From an optimization exercise on the open Yosys and OpenROAD flow, aimed at small area; shortcuts taken in it are not production practice. At most, simulation tests tie the RTL to the original design; equivalence was not proved. No activity file was given, so power comes from the tool's default toggle rates.

==> run M <==
==> flow/design.v (excerpt) <==
module ufc_top(
    input  clk,
    input  rst_n,
    input  mosi,
    output miso,
    output sd_ck,
    output sd_mosi,
    output sd_csn,
    input  sd_miso
);
==> module fifo, before the edit <==
module fifo(
    input           clk,
    input           wclk, 
    input           rclk, 
    input           rst_n,
    input[7:0]      mosi,
    output reg[7:0] miso,
    output          rdy
);
reg[516:0][7:0] ram; 
reg[9:0] wcnt;
reg      wclk_q,rclk_q;
wire     wen = wclk & ~wclk_q;
wire     ren = rclk & ~rclk_q;
always@(posedge clk or negedge rst_n)begin
    if(!rst_n)begin
        wclk_q <= 1'b0;
        rclk_q <= 1'b0;
    end
    else begin
        wclk_q <= wclk;
        rclk_q <= rclk;
    end
end
always@(posedge clk or negedge rst_n)begin
    if(!rst_n)begin
        wcnt <= 0;
    end
    else if(!wen)begin
    end
    else if(wcnt==516)begin
        wcnt <= 0;
    end
    else begin
        wcnt <= wcnt + 1;
    end
end
reg[9:0] rcnt;
always@(posedge clk or negedge rst_n)begin
    if(!rst_n)begin
        rcnt <= 0;
    end
    else if(!ren)begin
    end
    else if(rcnt==516)begin
        rcnt <= 0;
    end
    else begin
        rcnt <= rcnt + 1;
    end
end
always@(posedge clk or negedge rst_n)begin
    if(!rst_n)begin
        miso <= 8'h00;
    end
    else if(ren)begin
        miso <= ram[rcnt];
    end
end
always@(posedge clk)begin
    if(wen)begin
        ram[wcnt] <= mosi;
    end
end
assign rdy = wcnt == rcnt; 
endmodule
==> flow/config.mk <==
export PLATFORM = sky130hd
export DESIGN_NAME = ufc_top
export DESIGN_NICKNAME = ufc_top
export VERILOG_FILES = /design/flow/design.v
export SDC_FILE = /design/flow/constraint.sdc
export NUM_CORES = 4
export LEC_CHECK = 0
export CAP_MARGIN = 20
export CORE_MARGIN = 2
export CORE_UTILIZATION = 45
export SLEW_MARGIN = 20
==> flow/constraint.sdc <==
create_clock -name core_clock -period 10.0 [get_ports {clk}]
set_input_delay 2.0000 -clock core_clock [delete_from_list [all_inputs] [get_ports {clk}]]
set_output_delay 2.0000 -clock core_clock [all_outputs]
set_load 0.01 [all_outputs]
run.sh (not shown) runs the stock make flow with config.mk's settings and CLKGATE_MAP_FILE= SYNTH_SCRIPT=/design/flow/synth_recipe.tcl, a recipe that flattens the netlist after the stock synthesis.
==> run F (differences from run M) <==
--- a/flow/design.v
+++ b/flow/design.v
@@ -189,72 +189,124 @@
     input           clk,
     input           wclk, 
     input           rclk, 
     input           rst_n,
     input[7:0]      mosi,
     output reg[7:0] miso,
     output          rdy
 );
-reg[516:0][7:0] ram; 
-reg[9:0] wcnt;
+localparam RING  = 11;
+localparam SLOTS = 47; 
+reg[SLOTS*8-1:0] ring[0:RING-1];
+reg[5:0] phase; 
+always@(posedge clk)begin
+    phase <= phase >= SLOTS-1 ? 6'd0 : phase + 6'd1;
+end
+reg[3:0] wr,rr;
+reg[5:0] ws,rs;
 reg      wclk_q,rclk_q;
 wire     wen = wclk & ~wclk_q;
 wire     ren = rclk & ~rclk_q;
 always@(posedge clk or negedge rst_n)begin
     if(!rst_n)begin
         wclk_q <= 1'b0;
         rclk_q <= 1'b0;
     end
     else begin
         wclk_q <= wclk;
         rclk_q <= rclk;
     end
 end
+wire[3:0] wr_n = wr==RING-1 ? 4'd0 : wr + 4'd1;
+wire[5:0] ws_n = wr!=RING-1 ? ws : ws==SLOTS-1 ? 6'd0 : ws + 6'd1;
+wire[3:0] rr_n = rr==RING-1 ? 4'd0 : rr + 4'd1;
+wire[5:0] rs_n = rr!=RING-1 ? rs : rs==SLOTS-1 ? 6'd0 : rs + 6'd1;
 always@(posedge clk or negedge rst_n)begin
     if(!rst_n)begin
-        wcnt <= 0;
-    end
-    else if(!wen)begin
+        wr <= 0;
+        ws <= 0;
     end
-    else if(wcnt==516)begin
-        wcnt <= 0;
-    end
-    else begin
-        wcnt <= wcnt + 1;
+    else if(wen)begin
+        wr <= wr_n;
+        ws <= ws_n;
     end
 end
-reg[9:0] rcnt;
 always@(posedge clk or negedge rst_n)begin
     if(!rst_n)begin
-        rcnt <= 0;
+        rr <= 0;
+        rs <= 0;
     end
-    else if(!ren)begin
+    else if(ren)begin
+        rr <= rr_n;
+        rs <= rs_n;
     end
-    else if(rcnt==516)begin
-        rcnt <= 0;
+end
+reg      pw;
+reg[3:0] pwr;
+reg[5:0] pws;
+reg[7:0] pwd;
+wire     commit = pw & (pws == phase);
+always@(posedge clk)begin
+    if(wen)begin
+        pw  <= 1'b1;
+        pwr <= wr;
+        pws <= ws;
+        pwd <= mosi;
     end
-    else begin
-        rcnt <= rcnt + 1;
+    else if(commit)begin
+        pw  <= 1'b0;
     end
 end
+genvar g;
+generate
+    for(g=0;g<RING;g=g+1)begin:rings
+        wire[7:0] tap = ring[g][SLOTS*8-1 -: 8];
+        always@(posedge clk)begin
+            ring[g] <= {ring[g][SLOTS*8-9:0], (commit & pwr==g) ? pwd : tap};
+        end
+    end
+endgenerate
+reg      pv;
+reg[7:0] pre;
+wire[7:0] tap_r = ring[rr][SLOTS*8-1 -: 8];
+wire      fetch = ~pv & (rs == phase);
+wire[7:0] fdata = (pw & pwr==rr & pws==rs) ? pwd : tap_r;
+wire      w_at_r = ren ? (wr==rr_n & ws==rs_n) : (wr==rr & ws==rs);
 always@(posedge clk or negedge rst_n)begin
     if(!rst_n)begin
-        miso <= 8'h00;
+        pv  <= 1'b0;
+    end
+    else if(wen & w_at_r)begin
+        pv  <= 1'b1;
     end
     else if(ren)begin
-        miso <= ram[rcnt];
+        pv  <= 1'b0;
+    end
+    else if(fetch)begin
+        pv  <= 1'b1;
     end
 end
 always@(posedge clk)begin
-    if(wen)begin
-        ram[wcnt] <= mosi;
+    if(wen & w_at_r)begin
+        pre <= mosi;
+    end
+    else if(fetch)begin
+        pre <= fdata;
+    end
+end
+always@(posedge clk or negedge rst_n)begin
+    if(!rst_n)begin
+        miso <= 8'h00;
+    end
+    else if(ren)begin
+        miso <= pre;
     end
 end
-assign rdy = wcnt == rcnt; 
+assign rdy = wr==rr & ws==rs; 
 endmodule
 module fifo_top(
     input       clk,       
     input       rst_n,     
     input       mosi,      
     output      miso,      
     input       en_fifo,   
     output      clk_bps,   
==> run Y (differences from run M) <==
--- a/flow/design.v
+++ b/flow/design.v
@@ -1,64 +1,60 @@
 module uart_rx(
     input           rst_n,
     input           mosi,
     input           start_rx,
     input           clk,
     input           tick,
     output          ok,
-    output reg[7:0] data
+    output[7:0]     data
 );
-reg[4:0] cnt,next_cnt;
+reg[3:0] cnt,next_cnt;
 reg      rx_ok,next_rx_ok;
-reg[7:0] next_data;
-reg[3:0] state,next_state;
+reg[1:0] state,next_state;
 reg[7:0] rx,next_rx;
-assign ok  = rx_ok;
+assign ok   = rx_ok;
+assign data = rx;
 always@(posedge clk or negedge rst_n)begin
     if(!rst_n)begin
         state <= 0;
         cnt   <= 0;
         rx    <= 0;
         rx_ok <= 0;
-        data  <= 0;
     end
     else if(tick)begin
         state <= next_state;
         rx_ok <= next_rx_ok;
         cnt   <= next_cnt;
         rx    <= next_rx;
-        data  <= next_data;
     end
 end
 parameter idle     = 0;
 parameter rec_data = 1;
 parameter done     = 2;
 parameter wait_dmy = 3;
 always@(*)begin
     next_state = state;
     next_rx_ok = rx_ok;
     next_rx    = rx;
-    next_data  = data;
     next_cnt   = cnt - |cnt;
     case(state)
         idle:begin
             next_rx_ok = 1'b0;
             if(start_rx&!mosi)begin
                 next_state = rec_data;
                 next_cnt   = 8;
             end
         end
         rec_data:begin
             if(|cnt)begin
                 next_rx = {mosi,rx[7:1]};
             end
             else if(mosi)begin
                 next_rx_ok = 1'b1;
-                next_data  = rx;
                 next_state = idle;
             end
             else begin 
                 next_rx_ok = 1'b0;
                 next_state = wait_dmy;
                 next_cnt   = 8;
             end
         end
@@ -72,18 +68,18 @@
     input      rst_n,
     input      clk,
     input      tick,
     input      start,
     input[7:0] data,
     output     miso,
     output reg ok
 );
-reg[7:0] tx_cnt,next_tx_cnt;
-reg[2:0] state,next_state;
+reg[3:0] tx_cnt,next_tx_cnt;
+reg      state,next_state;
 reg      tx,next_tx;
 reg      next_ok;
 reg[7:0] data_tmp,next_data_tmp;
 assign miso = tx;
 parameter idle      = 0;
 parameter send_data = 1;
 always@(posedge clk or negedge rst_n)begin
     if(!rst_n)begin
@@ -132,20 +128,20 @@
 module baud_sel(
     input      clk,
     input      rst_n,
     output reg clk_bps,
     output     bps_tick, 
     input      mosi,
     input[2:0] mode
 );
-reg[12:0] cnt;
+reg[3:0]  cnt;
 reg[7:0]  rx;
 reg       clk_bps_q;
-wire[12:0] cmp;
+wire[3:0]  cmp;
 parameter bps9600=15;
 assign cmp = mode==0 ? bps9600 : 0;
 wire resync;
 always@(posedge clk or negedge rst_n)begin
     if(!rst_n)begin
         cnt <= 0;
     end
     else if(resync)begin
@@ -189,72 +185,124 @@
     input           clk,
     input           wclk, 
     input           rclk, 
     input           rst_n,
     input[7:0]      mosi,
     output reg[7:0] miso,
     output          rdy
 );
-reg[516:0][7:0] ram; 
-reg[9:0] wcnt;
+localparam RING  = 11;
+localparam SLOTS = 47; 
+reg[SLOTS*8-1:0] ring[0:RING-1];
+reg[5:0] phase; 
+always@(posedge clk)begin
+    phase <= phase >= SLOTS-1 ? 6'd0 : phase + 6'd1;
+end
+reg[3:0] wr,rr;
+reg[5:0] ws,rs;
 reg      wclk_q,rclk_q;
 wire     wen = wclk & ~wclk_q;
 wire     ren = rclk & ~rclk_q;
 always@(posedge clk or negedge rst_n)begin
     if(!rst_n)begin
         wclk_q <= 1'b0;
         rclk_q <= 1'b0;
     end
     else begin
         wclk_q <= wclk;
         rclk_q <= rclk;
     end
 end
+wire[3:0] wr_n = wr==RING-1 ? 4'd0 : wr + 4'd1;
+wire[5:0] ws_n = wr!=RING-1 ? ws : ws==SLOTS-1 ? 6'd0 : ws + 6'd1;
+wire[3:0] rr_n = rr==RING-1 ? 4'd0 : rr + 4'd1;
+wire[5:0] rs_n = rr!=RING-1 ? rs : rs==SLOTS-1 ? 6'd0 : rs + 6'd1;
 always@(posedge clk or negedge rst_n)begin
     if(!rst_n)begin
-        wcnt <= 0;
+        wr <= 0;
+        ws <= 0;
     end
-    else if(!wen)begin
+    else if(wen)begin
+        wr <= wr_n;
+        ws <= ws_n;
     end
-    else if(wcnt==516)begin
-        wcnt <= 0;
+end
+always@(posedge clk or negedge rst_n)begin
+    if(!rst_n)begin
+        rr <= 0;
+        rs <= 0;
     end
-    else begin
-        wcnt <= wcnt + 1;
+    else if(ren)begin
+        rr <= rr_n;
+        rs <= rs_n;
     end
 end
-reg[9:0] rcnt;
+reg      pw;
+reg[3:0] pwr;
+reg[5:0] pws;
+reg[7:0] pwd;
+wire     commit = pw & (pws == phase);
+always@(posedge clk)begin
+    if(wen)begin
+        pw  <= 1'b1;
+        pwr <= wr;
+        pws <= ws;
+        pwd <= mosi;
+    end
+    else if(commit)begin
+        pw  <= 1'b0;
+    end
+end
+genvar g;
+generate
+    for(g=0;g<RING;g=g+1)begin:rings
+        wire[7:0] tap = ring[g][SLOTS*8-1 -: 8];
+        always@(posedge clk)begin
+            ring[g] <= {ring[g][SLOTS*8-9:0], (commit & pwr==g) ? pwd : tap};
+        end
+    end
+endgenerate
+reg      pv;
+reg[7:0] pre;
+wire[7:0] tap_r = ring[rr][SLOTS*8-1 -: 8];
+wire      fetch = ~pv & (rs == phase);
+wire[7:0] fdata = (pw & pwr==rr & pws==rs) ? pwd : tap_r;
+wire      w_at_r = ren ? (wr==rr_n & ws==rs_n) : (wr==rr & ws==rs);
 always@(posedge clk or negedge rst_n)begin
     if(!rst_n)begin
-        rcnt <= 0;
+        pv  <= 1'b0;
     end
-    else if(!ren)begin
+    else if(wen & w_at_r)begin
+        pv  <= 1'b1;
     end
-    else if(rcnt==516)begin
-        rcnt <= 0;
+    else if(ren)begin
+        pv  <= 1'b0;
     end
-    else begin
-        rcnt <= rcnt + 1;
+    else if(fetch)begin
+        pv  <= 1'b1;
+    end
+end
+always@(posedge clk)begin
+    if(wen & w_at_r)begin
+        pre <= mosi;
+    end
+    else if(fetch)begin
+        pre <= fdata;
     end
 end
 always@(posedge clk or negedge rst_n)begin
     if(!rst_n)begin
         miso <= 8'h00;
     end
     else if(ren)begin
-        miso <= ram[rcnt];
-    end
-end
-always@(posedge clk)begin
-    if(wen)begin
-        ram[wcnt] <= mosi;
+        miso <= pre;
     end
 end
-assign rdy = wcnt == rcnt; 
+assign rdy = wr==rr & ws==rs; 
 endmodule
 module fifo_top(
     input       clk,       
     input       rst_n,     
     input       mosi,      
     output      miso,      
     input       en_fifo,   
     output      clk_bps,   
@@ -336,17 +384,17 @@
     input       mosi_wclk,
     input       mosi_rclk,
     input       en_fc,
     output reg  set_fifo,
     output[7:0] miso_fifo,
     output      fifo_rdy
 );
 wire wok;
-reg[7:0] state,next_state;
+reg[2:0] state,next_state;
 parameter idle       = 0,
           send_rx    = 1,
           send_tx    = 2,
           done       = 3,
           initial_sd = 4,
           sd_read    = 5,
           sd_write   = 6;
 reg        start_rx,next_start_rx;
@@ -651,29 +699,29 @@
     output reg      sd_csn,
     input           sd_init, 
     output reg      init_ok,
     input           sd_ren,
     input           sd_wen,
     input           fifo_busy,
     output reg      wclk,
     output reg      rclk,
-    output reg[7:0] miso_data,
+    output[7:0]     miso_data,
     output reg      rd_ok,
     output reg      wr_ok,
     input[31:0]     sec,
     input           set_fifo,
     input[7:0]      mosi_data,
     input           fifo_rdy
 );
 wire[47:0] write_single_cmd;
 wire[47:0] read_single_cmd;
 assign read_single_cmd  = {8'h51,8'h0,8'h0,8'h0,8'h0,8'hff}|(sec<<8);
 assign write_single_cmd = {8'h58,8'h0,8'h0,8'h0,8'h0,8'hff}|(sec<<8);
-reg[3:0] cnt_clk;
+reg[2:0] cnt_clk;
 reg      fifo_empty,next_fifo_empty;
 always@(posedge clk or negedge rst_n)begin
     if(!rst_n)begin
         cnt_clk <= 0;
     end
     else begin
         cnt_clk <= cnt_clk==5 ? 0 :cnt_clk + 1;
     end
@@ -684,26 +732,28 @@
     end
     else begin
         sd_ck <= cnt_clk==5 ? ~sd_ck : sd_ck;
     end
 end
 reg      en; 
 reg      rx_valid;
 reg[47:0]rx;
-reg[7:0] next_miso_data;
-reg[5:0] state,next_state;
+reg[3:0] state,next_state;
 reg      next_init_ok;
 reg      next_sd_mosi;
 reg      next_sd_csn;
 reg[5:0] tx_cnt,next_tx_cnt;
-reg[47:0]data,next_data;
-reg[10:0]cnt,next_cnt;
-reg[2:0] req,next_req;
-reg[7:0] rx_cnt,next_rx_cnt;
+reg[47:0]sh; 
+reg      ld_cmd,ld_byte;
+reg[47:0]cmd_val;
+reg[6:0] byte_val;
+reg[9:0] cnt,next_cnt;
+reg[1:0] req,next_req;
+reg[2:0] rx_cnt,next_rx_cnt;
 reg      next_wclk;
 reg      next_rclk;
 reg      next_rd_ok;
 reg      next_wr_ok;
 reg      sd_ck_q;
 wire     sd_rise = sd_ck & ~sd_ck_q; 
 wire     sd_fall = ~sd_ck & sd_ck_q; 
 always@(posedge clk or negedge rst_n)begin
@@ -730,55 +780,65 @@
 always@(posedge clk or negedge rst_n)begin
     if(!rst_n)begin
         state     <= 0;
         init_ok   <= 1'b0;
         sd_mosi   <= 1'b1;
         sd_csn    <= 1'b1;
         tx_cnt    <= 0;
         rx_cnt    <= 0;
-        data      <= 0;
         cnt       <= 0;
         req       <= 0;
-        miso_data <= 0;
         wclk      <= 0;
         rclk      <= 0;
         rd_ok     <= 0;
         wr_ok     <= 0;
         fifo_empty <= 1'b0;
     end
     else if(sd_fall)begin
         state     <= next_state;
         init_ok   <= next_init_ok;
         sd_mosi   <= next_sd_mosi;
         sd_csn    <= next_sd_csn;
         tx_cnt    <= next_tx_cnt;
         rx_cnt    <= next_rx_cnt;
-        data      <= next_data;
         cnt       <= next_cnt;
         req       <= next_req;
-        miso_data <= next_miso_data;
         wclk      <= next_wclk;
         rclk      <= next_rclk;
         rd_ok     <= next_rd_ok;
         wr_ok     <= next_wr_ok;
         fifo_empty <= next_fifo_empty;
     end
 end
+always@(posedge clk)begin
+    if(sd_fall)begin
+        if(ld_cmd)begin
+            sh <= cmd_val;
+        end
+        else begin
+            sh <= {sh[46:0],1'b0};
+            if(ld_byte) sh[47:41] <= byte_val;
+        end
+    end
+end
+assign miso_data = rx[7:0];
 always@(*)begin
     next_state     = state;
     next_tx_cnt    = tx_cnt - |tx_cnt;
     next_rx_cnt    = rx_cnt - |rx_cnt;
     next_init_ok   = init_ok;
     next_sd_mosi   = sd_mosi;
     next_sd_csn    = sd_csn;
-    next_data      = data;
+    ld_cmd         = 1'b0;
+    ld_byte        = 1'b0;
+    cmd_val        = 48'd0;
+    byte_val       = 7'd0;
     next_cnt       = cnt; 
     next_req       = req;
-    next_miso_data = miso_data;
     next_wclk      = wclk;
     next_rclk      = rclk;
     next_rd_ok     = rd_ok;
     next_wr_ok     = wr_ok;
     next_fifo_empty = fifo_empty;
     case(state)
         0:begin
             next_sd_csn     = 1'b1;
@@ -786,173 +846,185 @@
             next_init_ok    = init_ok;
             if(!init_ok&sd_init)begin
                 next_cnt       = 1023;
                 next_state     = 1;
             end
             else if(init_ok&sd_ren)begin 
                 next_state     = 5;
                 next_sd_mosi   = read_single_cmd>>47;
-                next_data      = read_single_cmd;
+                ld_cmd         = 1'b1;
+                cmd_val        = {read_single_cmd[46:0],1'b0};
                 next_tx_cnt    = 47;
                 next_sd_csn    = 1'b0;
             end
             else if(init_ok&sd_wen)begin
                 next_state     = 6;
                 next_sd_mosi   = write_single_cmd>>47;
-                next_data      = write_single_cmd;
+                ld_cmd         = 1'b1;
+                cmd_val        = {write_single_cmd[46:0],1'b0};
                 next_tx_cnt    = 47;
                 next_sd_csn    = 1'b0;
             end
         end
         1:begin
             next_cnt       = cnt  - |cnt;
             if(|cnt)begin
                 next_state = 1;
             end
             else begin
                 next_sd_csn = 1'b1;
                 next_state  = 8;
-                next_data   = {8'h40,8'h00,8'h00,8'h00,8'h00,8'h95};
+                ld_cmd         = 1'b1;
+                cmd_val        = {8'h40,8'h00,8'h00,8'h00,8'h00,8'h95};
                 next_tx_cnt = 48;
             end
         end
         8:begin 
             if(|tx_cnt)begin
                 next_sd_csn  = 1'b0;
-                next_sd_mosi = data[tx_cnt-1];
+                next_sd_mosi = sh[47];
             end
             else if(rx[47:40]==8'h01)begin
                 next_state   = 2;
                 next_sd_mosi = {8'h48,8'h00,8'h00,8'h01,8'haa,8'h87}>>47;
-                next_data    = {8'h48,8'h00,8'h00,8'h01,8'haa,8'h87};
+                ld_cmd         = 1'b1;
+                cmd_val        = {8'h48,8'h00,8'h00,8'h01,8'haa,8'h87}<<1;
                 next_tx_cnt  = 47;
             end
             else begin
                 next_sd_mosi = 1'b1;
             end
         end
         2:begin
             if(|tx_cnt)begin
-                next_sd_mosi = data[tx_cnt-1];
+                next_sd_mosi = sh[47];
             end
             else if(rx[47:40]==8'h01)begin
                 next_state   = 3;
                 next_sd_mosi = {8'h77,8'h00,8'h00,8'h00,8'h00,8'hff}>>47;
-                next_data    = {8'h77,8'h00,8'h00,8'h00,8'h00,8'hff};
+                ld_cmd         = 1'b1;
+                cmd_val        = {8'h77,8'h00,8'h00,8'h00,8'h00,8'hff}<<1;
                 next_tx_cnt  = 47;
             end
             else begin
                 next_sd_mosi = 1'b1;
             end
         end
         3:begin
             if(|tx_cnt)begin
-                next_sd_mosi = data[tx_cnt-1];
+                next_sd_mosi = sh[47];
             end
             else if(rx[47:40]==8'h01)begin
                 next_state   = 4;
                 next_sd_mosi = {8'h69,8'h40,8'h00,8'h00,8'h00,8'hff}>>47;
-                next_data    = {8'h69,8'h40,8'h00,8'h00,8'h00,8'hff};
+                ld_cmd         = 1'b1;
+                cmd_val        = {8'h69,8'h40,8'h00,8'h00,8'h00,8'hff}<<1;
                 next_tx_cnt  = 47;
             end
             else begin
                 next_sd_mosi = 1'b1;
             end
         end
         4:begin
             if(|tx_cnt)begin
-                next_sd_mosi = data[tx_cnt-1];
+                next_sd_mosi = sh[47];
             end
             else if(rx[47:40]==8'h00)begin
                 next_state   = 8'ha;
                 next_init_ok = 1'b1;
                 next_sd_csn  = 1'b1;
                 next_sd_mosi = 1'b1;
             end
             else if(rx[47:40]==8'h01)begin
                 next_state   = 3;
                 next_sd_mosi = {8'h77,8'h00,8'h00,8'h00,8'h00,8'hff}>>47;
-                next_data    = {8'h77,8'h00,8'h00,8'h00,8'h00,8'hff};
+                ld_cmd         = 1'b1;
+                cmd_val        = {8'h77,8'h00,8'h00,8'h00,8'h00,8'hff}<<1;
                 next_tx_cnt  = 47;
             end
             else begin
                 next_sd_mosi = 1'b1;
             end
         end
         5:begin
             if(|tx_cnt)begin
-                next_sd_mosi = data[tx_cnt-1];
+                next_sd_mosi = sh[47];
             end
             else if(rx[47:40]==8'h0)begin
                  next_state = 7;
             end
             else begin
                 next_sd_mosi = 1'b1;
             end
         end
         6:begin
             if(|tx_cnt)begin
-                next_sd_mosi = data[tx_cnt-1];
+                next_sd_mosi = sh[47];
             end
             else if(rx[47:40]==8'h0)begin
                  next_state      = 9;
                  next_sd_mosi    = 1'b1;
-                 next_data       = 8'hfe;
+                 ld_byte        = 1'b1;
+                 byte_val       = 7'h7e;
                  next_tx_cnt     = 7;
                  next_rclk       = fifo_rdy ? 1'b0 : 1'b1;
                  next_fifo_empty = fifo_rdy;
             end
             else begin
                 next_sd_mosi = 1'b1;
             end
         end
         9:begin
             next_rclk = 1'b0;
             if(req==1'b0)begin 
                 if(|tx_cnt)begin
-                    next_sd_mosi = data[tx_cnt-1];
+                    next_sd_mosi = sh[47];
                 end
                 else begin
                     next_fifo_empty = fifo_rdy;
                     next_sd_mosi    = fifo_empty ? 0  : mosi_data >>7;
-                    next_data       = fifo_empty ? 0  : mosi_data;
+                    ld_byte        = 1'b1;
+                    byte_val       = fifo_empty ? 7'd0 : mosi_data[6:0];
                     next_tx_cnt     = 7;
                     next_req        = 1;
                     next_cnt        = 511;
                     next_rclk       = fifo_rdy ? 1'b0 : 1'b1;
                 end
             end
             else if(req==1)begin 
                 if(|tx_cnt)begin
-                    next_sd_mosi = data[tx_cnt-1];
+                    next_sd_mosi = sh[47];
                 end
                 else if(|cnt)begin
                     next_fifo_empty = fifo_rdy;
                     next_sd_mosi    = fifo_empty ? 0  : mosi_data >>7;
-                    next_data       = fifo_empty ? 0  : mosi_data;
+                    ld_byte        = 1'b1;
+                    byte_val       = fifo_empty ? 7'd0 : mosi_data[6:0];
                     next_tx_cnt     = 7;
                     next_cnt        = cnt - |cnt;
                     next_rclk       = fifo_rdy ? 1'b0 : 1'b1;
                 end
                 else begin
                     next_sd_mosi = 8'hff;
-                    next_data    = 8'hff;
+                    ld_byte        = 1'b1;
+                    byte_val       = 7'h7f;
                     next_tx_cnt  = 7;
                     next_req     = 2;
                     next_cnt     = 1;
                 end
             end
             else if(req==2)begin 
                 if(|tx_cnt)begin
-                    next_sd_mosi = data[tx_cnt-1];
+                    next_sd_mosi = sh[47];
                 end
                 else if(|cnt)begin
                     next_sd_mosi = 8'hff>>7;
-                    next_data    = 8'hff;
+                    ld_byte        = 1'b1;
+                    byte_val       = 7'h7f;
                     next_tx_cnt  = 7;
                     next_cnt     = cnt - |cnt;
                 end
                 else begin
                     next_state  = 8'hc;
                     next_req    = 1'b0;
                     next_sd_csn = 1'b1;
                     next_wr_ok  = 1'b1;
@@ -964,17 +1036,16 @@
                 next_req    = 1'b1;
                 next_rx_cnt = 7;
                 next_cnt    = 512+2; 
             end
             else if(req==1'b1)begin
                 next_cnt       =|rx_cnt ? cnt : cnt - 1;
                 next_rx_cnt    = (|cnt)&rx_cnt==0 ? 7 :rx_cnt - |rx_cnt;
                 next_wclk      = rx_cnt == 0;
-                next_miso_data = rx_cnt==0 ? rx[7:0] : miso_data;
                 next_req       = cnt==0&rx_cnt==0 ? 2'b10 : req;
                 if(cnt==0&rx_cnt==0)begin
                     next_req    = 2'b10;
                     next_sd_csn = 1'b1;
                     next_cnt    = 7;
                 end
             end
             else if(req==2'b10)begin
==> flow/config.mk (replaced) <==
export PLATFORM = sky130hd
export DESIGN_NAME = ufc_top
export DESIGN_NICKNAME = ufc_top
export VERILOG_FILES = /design/flow/design.v
export SDC_FILE = /design/flow/constraint.sdc
export NUM_CORES = 4
export LEC_CHECK = 0
export CAP_MARGIN = 20
export CORE_MARGIN = 2
export CORE_UTILIZATION = 65
export CTS_BUF_LIST = sky130_fd_sc_hd__clkbuf_16
export CTS_CLUSTER_DIAMETER = 50
export CTS_CLUSTER_SIZE = 30
export SLEW_MARGIN = 20
==> notes <==
- In run Y the area after synthesis is lower than in run F, by about 2.4%.
- Setup slack: run F is higher than run M (990 ps).
- The lowest clock power belongs to run Y, the highest to run M.
- Of run F and run Y, run F has the higher clock skew (gap 35 ps).
- In run F the power is higher than in run Y, by 20%.
- Sequential share of layout area, highest first: run Y, run F, run M.
- Cell count, highest first: run M, run F, run Y.
- Sequential cell count, lowest first: run Y, run M, run F.
Only the layout flow was run in run M and run Y; the RTL was not checked for function there.

[what the ideal ports hide]
No port has a modelled driver above. Below, the same layouts with a new extraction and two added sets of constraints. Step 1 sets driving cells, clkbuf_16 on the clock port and buf_2 on the other inputs (assumed; they add their load-dependent delay and slew). Step 2 times the ports against the registers' clock, not the clock port: input delays grow and output delays shrink by t, the midpoint of the rising clock arrivals with the driver on. a / b / c = no drivers / after step 1 / after step 2; a / b = the first two.
run | t, ns | setup WS [ns] | clock arrival spread, ns
run M | 1.190 | 4.335 / 4.335 / 4.335 | 0.105 / 0.104
run F | 0.996 | 5.323 / 5.240 / 5.008 | 0.096 / 0.095
run Y | 0.899 | 5.682 / 5.603 / 5.097 | 0.056 / 0.057
After both steps setup and hold are still met in every run listed. For run Y, which loses most, drivers alone change the setup slack by -0.079 ns; drivers and shift together by -0.585 ns.
